What follows belongs to an exercise in optimizing a design on an open flow for small area; a production flow would make more cautious choices. The RTL was checked by simulation tests, not by an equivalence proof against the original design. No activity file was given, so power comes from the tool's default toggle rates.

==> flow/design.v <==
module SIGNAL_GENERATOR_ANALYZER_ONE_WIRE
(
	input CLK_100MHz,
	input rst,
	input  	MUAFR_MISO_P,
	input  	MUAFR_MISO_N,
	input 	enable_generate,
	input 	hist_valid,	 
	input 	win_end,	 
	input 	pending,	 
	output logic status_gen
);
logic [2: 0] hist_P;
logic [2: 0] hist_N;
always @(posedge CLK_100MHz)
begin
	hist_P <= {hist_P[1: 0], MUAFR_MISO_P};
	hist_N <= {hist_N[1: 0], MUAFR_MISO_N};
end
wire inc_P = MUAFR_MISO_P ^ (hist_P[2] & hist_valid);
wire inc_N = MUAFR_MISO_N ^ (hist_N[2] & hist_valid);
logic [8: 0] cnt_P;
logic [8: 0] cnt_N;
wire clr = rst | enable_generate | win_end;
wire ok_P = ~cnt_P[8] & (cnt_P[7: 0] >= 8'd25);
wire ok_N = ~cnt_N[8] & (cnt_N[7: 0] >= 8'd25);
wire [8: 0] cnt_P_val = {cnt_P[8: 2], cnt_P[1] & ~pending, cnt_P[0]};
always @(posedge CLK_100MHz)
begin
	if (clr)
		cnt_P <= {7'd1, (win_end & ~rst & ~enable_generate) ? ok_P & ok_N :
				(enable_generate & ~rst & pending) ? cnt_P[1] : 1'b0, 1'b1};
	else
		cnt_P <= cnt_P_val + inc_P;
	if (clr)
		cnt_N <= 9'd5;
	else
		cnt_N <= cnt_N + inc_N;
end
always @(posedge CLK_100MHz)
	if (rst)
		status_gen <= 0;
	else if (~enable_generate & pending)
		status_gen <= cnt_P[1];
endmodule
module SIGNAL_GENERATOR_ANALYZER
(
	input CLK_100MHz,
	input rst,
	output logic [15:0] MUAFR_MOSI_P,
	output [15:0] MUAFR_MOSI_N,
	input  logic [15:0] MUAFR_MISO_P,
	input  logic [15:0] MUAFR_MISO_N,
	input enable_generate,
	output logic [15:0] status_wire,
	output [15:0] status_gen
);
wire en = enable_generate;
logic [2: 0] rst_hist;
always @(posedge CLK_100MHz)
	rst_hist <= {rst_hist[1: 0], rst};
wire hist_valid = ~|rst_hist;
logic mode_q;
logic [6: 0] low_cnt;
logic [2: 0] win_hi;
always @(posedge CLK_100MHz)
	if (rst)
		mode_q <= 0;
	else
		mode_q <= en;
wire win_end  = (&win_hi) & (&low_cnt[6: 5]) & low_cnt[3] & ~low_cnt[2] & low_cnt[1] & ~low_cnt[0];	 
wire win_wrap = (&win_hi) & (&low_cnt[6: 5]) & low_cnt[3] & low_cnt[2];						 
wire [6: 0] slot_cnt = mode_q ? low_cnt : 7'd0;
wire slot_end = mode_q & (low_cnt == 7'd99);
always @(posedge CLK_100MHz)
	if (rst | (en & slot_end) | (~en & win_wrap))
		low_cnt <= 0;
	else if (mode_q != en)
		low_cnt <= 1;
	else
		low_cnt <= low_cnt + 1'b1;
always @(posedge CLK_100MHz)
	if (rst | en | win_wrap)
		win_hi <= 0;
	else if (&low_cnt)
		win_hi <= win_hi + 1'b1;
logic pending;
always @(posedge CLK_100MHz)
	if (rst)
		pending <= 0;
	else if (~en)
		pending <= win_end;
genvar i;
generate
	for (i = 0; i < 16; i = i + 1)
	begin : generator
		SIGNAL_GENERATOR_ANALYZER_ONE_WIRE signal_generator_analyzer_one_wire
		(
			.CLK_100MHz(CLK_100MHz),
			.rst(rst),
			.enable_generate(en),
			.MUAFR_MISO_P(MUAFR_MISO_P[i]),
			.MUAFR_MISO_N(MUAFR_MISO_N[i]),
			.hist_valid(hist_valid),
			.win_end(win_end),
			.pending(pending),
			.status_gen(status_gen[i])
		);
	end
endgenerate
logic [3: 0] j;			 
logic flag;			 
logic prev_flag;		 
logic mosi_up;			 
logic mosi_cur;			 
always @(posedge CLK_100MHz)
	if (rst)
	begin
		j <= 0;
		flag <= 1;
		prev_flag <= 0;
	end else if (~en)
	begin
		j <= 0;
		flag <= 0;
	end else
	begin
		prev_flag <= flag;
		if (slot_end)
		begin
			j <= j + 1'b1;
			if (j == 4'd15)
				flag <= ~flag;
		end
	end
always @(posedge CLK_100MHz)
	if (rst | ~en)
	begin
		mosi_up <= 0;
		mosi_cur <= 0;
	end else if (prev_flag != flag)
	begin
		mosi_up <= ~flag;
		mosi_cur <= ~flag;
	end else if (slot_end)
	begin
		if (j == 4'd15)
		begin
			mosi_up <= ~flag;
			mosi_cur <= ~flag;
		end else
			mosi_cur <= mosi_up;
	end else
		mosi_cur <= (slot_cnt < 7'd96) ? flag : ~flag;
integer k;
always @*
	for (k = 0; k < 16; k = k + 1)
		MUAFR_MOSI_P[k] = (k < j) ? ~flag : (k == j) ? mosi_cur : mosi_up;
assign MUAFR_MOSI_N = ~MUAFR_MOSI_P;
wire miso_p_j = MUAFR_MISO_P[j];
wire miso_n_j = MUAFR_MISO_N[j];
wire match = (miso_p_j == flag) & (miso_n_j != flag);
logic [6: 0] match_cnt;
logic [15: 0] left;
always @(posedge CLK_100MHz)
	if (rst | ~en | slot_end)
		match_cnt <= 0;
	else if (match)
		match_cnt <= match_cnt + 1'b1;
always @(posedge CLK_100MHz)
	if (rst)
		left <= 0;
	else if (~en)
		left[j] <= 0;
	else if (slot_end)
		left[j] <= match;
logic seen, multi;
always @*
begin
	seen = 0;
	multi = 0;
	for (k = 0; k < 14; k = k + 1)
	begin
		multi = multi | (seen & (MUAFR_MISO_P[k] == miso_p_j));
		seen = seen | (MUAFR_MISO_P[k] == miso_p_j);
	end
end
wire short_P = seen & ~multi;
wire short_N = miso_n_j ? (&MUAFR_MISO_N[13: 0]) : ~(|MUAFR_MISO_N[13: 0]);
logic [7: 0] cnt_kz_P;
logic [7: 0] cnt_kz_N;
always @(posedge CLK_100MHz)
	if (rst)
	begin
		cnt_kz_P <= 0;
		cnt_kz_N <= 0;
	end else if (en)
	begin
		if (slot_cnt == 7'd98)
			cnt_kz_P <= 0;
		else if (short_P)
			cnt_kz_P <= cnt_kz_P + 1'b1;
		if (slot_end)
			cnt_kz_N <= 0;
		else if (short_N)
			cnt_kz_N <= cnt_kz_N + 1'b1;
	end
logic verdict;
always @(posedge CLK_100MHz)
	if (slot_cnt == 7'd97)
		verdict <= (cnt_kz_P > 8'd87) & (cnt_kz_N > 8'd87);
	else if (slot_cnt == 7'd98)
		verdict <= verdict & ((match_cnt > 7'd51) | ((match_cnt == 7'd51) & left[j]));
always @(posedge CLK_100MHz)
	if (rst)
		status_wire <= 0;
	else if (en & slot_end & ~flag)
		status_wire[j] <= verdict;
endmodule
==> flow/config.mk <==
export PLATFORM = sky130hd
export DESIGN_NAME = SIGNAL_GENERATOR_ANALYZER
export DESIGN_NICKNAME = SIGNAL_GENERATOR_ANALYZER
export VERILOG_FILES = /design/flow/design.v
export SDC_FILE = /design/flow/constraint.sdc
export NUM_CORES = 4
export LEC_CHECK = 0
export CAP_MARGIN = 20
export CORE_MARGIN = 2
export CORE_UTILIZATION = 40
export SLEW_MARGIN = 20
==> flow/constraint.sdc <==
create_clock -name core_clock -period 10.0 [get_ports {CLK_100MHz}]
set_input_delay 2.0000 -clock core_clock [delete_from_list [all_inputs] [get_ports {CLK_100MHz}]]
set_output_delay 2.0000 -clock core_clock [all_outputs]
set_load 0.01 [all_outputs]
standard.sh (not shown) runs the stock make flow with config.mk's settings and CLKGATE_MAP_FILE= SYNTH_SCRIPT=/design/flow/synth_recipe.tcl, a recipe that flattens the netlist after the stock synthesis.
==> flow/flow/run.sh <==
#!/bin/bash
# The standard layout (standard.sh) with three changes to how the layout is made:
#  - ABC maps the logic with an area-oriented script (flow/abc_area.script),
#  - ports get sky130_fd_sc_hd__buf_1 buffers,
#  - CTS builds the tree from clkbuf_8 with clusters of at most 16 sinks and no dummy loads.
set -e
rm -rf scripts_mod
cp -r "$FLOW_HOME/scripts" scripts_mod
cp flow/abc_area.script scripts_mod/abc_area.script
export SCRIPTS_DIR="$PWD/scripts_mod"
export ABC_AREA=1
export BUFFER_PORTS_ARGS="-buffer_cell sky130_fd_sc_hd__buf_1"
export CTS_ARGS="-sink_clustering_enable -repair_clock_nets -dont_use_dummy_load -buf_list sky130_fd_sc_hd__clkbuf_16 -sink_clustering_size 28 -sink_clustering_max_diameter 80"
bash standard.sh > standard.log 2>&1
==> flow/flow/abc_area.script <==
strash
dc2
&get -n
&dch -f
&nf -R 1000 -p -a
&put
strash
dc2
&get -n
&dch -f
&nf -R 1000 -p -F 8 -A 4 -a
&put
Then changed:
--- a/flow/flow/run.sh
+++ b/flow/flow/run.sh
@@ -11,4 +11,4 @@
 export ABC_AREA=1
 export BUFFER_PORTS_ARGS="-buffer_cell sky130_fd_sc_hd__buf_1"
-export CTS_ARGS="-sink_clustering_enable -repair_clock_nets -dont_use_dummy_load -buf_list sky130_fd_sc_hd__clkbuf_16 -sink_clustering_size 28 -sink_clustering_max_diameter 80"
+export CTS_ARGS="-sink_clustering_enable -repair_clock_nets -dont_use_dummy_load -buf_list sky130_fd_sc_hd__clkbuf_8 -sink_clustering_size 16 -sink_clustering_max_diameter 60"
 bash standard.sh > standard.log 2>&1
--- a/flow/config.mk
+++ b/flow/config.mk
@@ -8,4 +8,5 @@
 export CAP_MARGIN = 20
 export CORE_MARGIN = 2
-export CORE_UTILIZATION = 40
+export CORE_UTILIZATION = 75
+export PLACE_DENSITY = 0.85
 export SLEW_MARGIN = 20
Critical path depth stays the same.
Maximum frequency is higher by 0.67%.
Final cell count drops by 10%.
Global-route usage rises by 15 points.
Final area drops by 2.4%.
Non-clock buffer count does not change.
Die area shrinks by 46%.
Sequential share of layout area went up by 1.1 points.
Clock skew came out higher by 0.0036 ns.
Then changed:
==> flow/flow/run.sh (replaced) <==
#!/bin/bash
set -e
export BUFFER_PORTS_ARGS="-buffer_cell sky130_fd_sc_hd__buf_1"
export CTS_ARGS="-sink_clustering_enable -repair_clock_nets -dont_use_dummy_load -buf_list sky130_fd_sc_hd__clkbuf_4 -sink_clustering_size 10 -sink_clustering_max_diameter 40"
bash standard.sh > standard.log 2>&1
--- a/flow/config.mk
+++ b/flow/config.mk
@@ -8,5 +8,4 @@
 export CAP_MARGIN = 20
 export CORE_MARGIN = 2
-export CORE_UTILIZATION = 75
-export PLACE_DENSITY = 0.85
+export CORE_UTILIZATION = 40
 export SLEW_MARGIN = 20
removed: flow/flow/abc_area.script
Result: The changed run finished clean. Setup slack improves by 1.4 ns. Global-route usage drops by 15 points. Final cell count climbs by 21%. Power climbs by 1.3%. Routed wire length climbs by 1.4%. Die area climbs by 96%. Worst hold slack degrades by 0.014 ns. Fmax climbs by 28%. First-iteration DRC count drops by 43%. Design area climbs by 6.1%.

re-timing with driven ports:
How much do the figures lean on ideal ports? The routed layouts below were timed once more, with nothing changed but the port constraints. Step 1 assumes that a clkbuf_16 drives the clock port and a buf_2 every other input. Step 2 times the ports against the registers' clock, not the clock port: input delays grow and output delays shrink by t, the midpoint of the rising clock arrivals with the driver on. a / b / c = ideal / step 1 / step 2; a / b = the first two.
run	t, ns	slack for setup (ns)	worst setup path at the end	worst slew at a driven data input, ns	cell pins on the clock port's net
the first run	0.612	3.515 / 3.515 / 3.157	input to register	0.10	1
the second run	0.599	3.559 / 3.559 / 3.130	input to register	0.09	1
the third run	0.817	4.980 / 4.929 / 5.155	input to register	0.10	1
After both steps setup and hold are still met in every run listed. For the second run, which loses most, drivers alone change the setup slack by 0.000 ns; drivers and shift together by -0.429 ns.
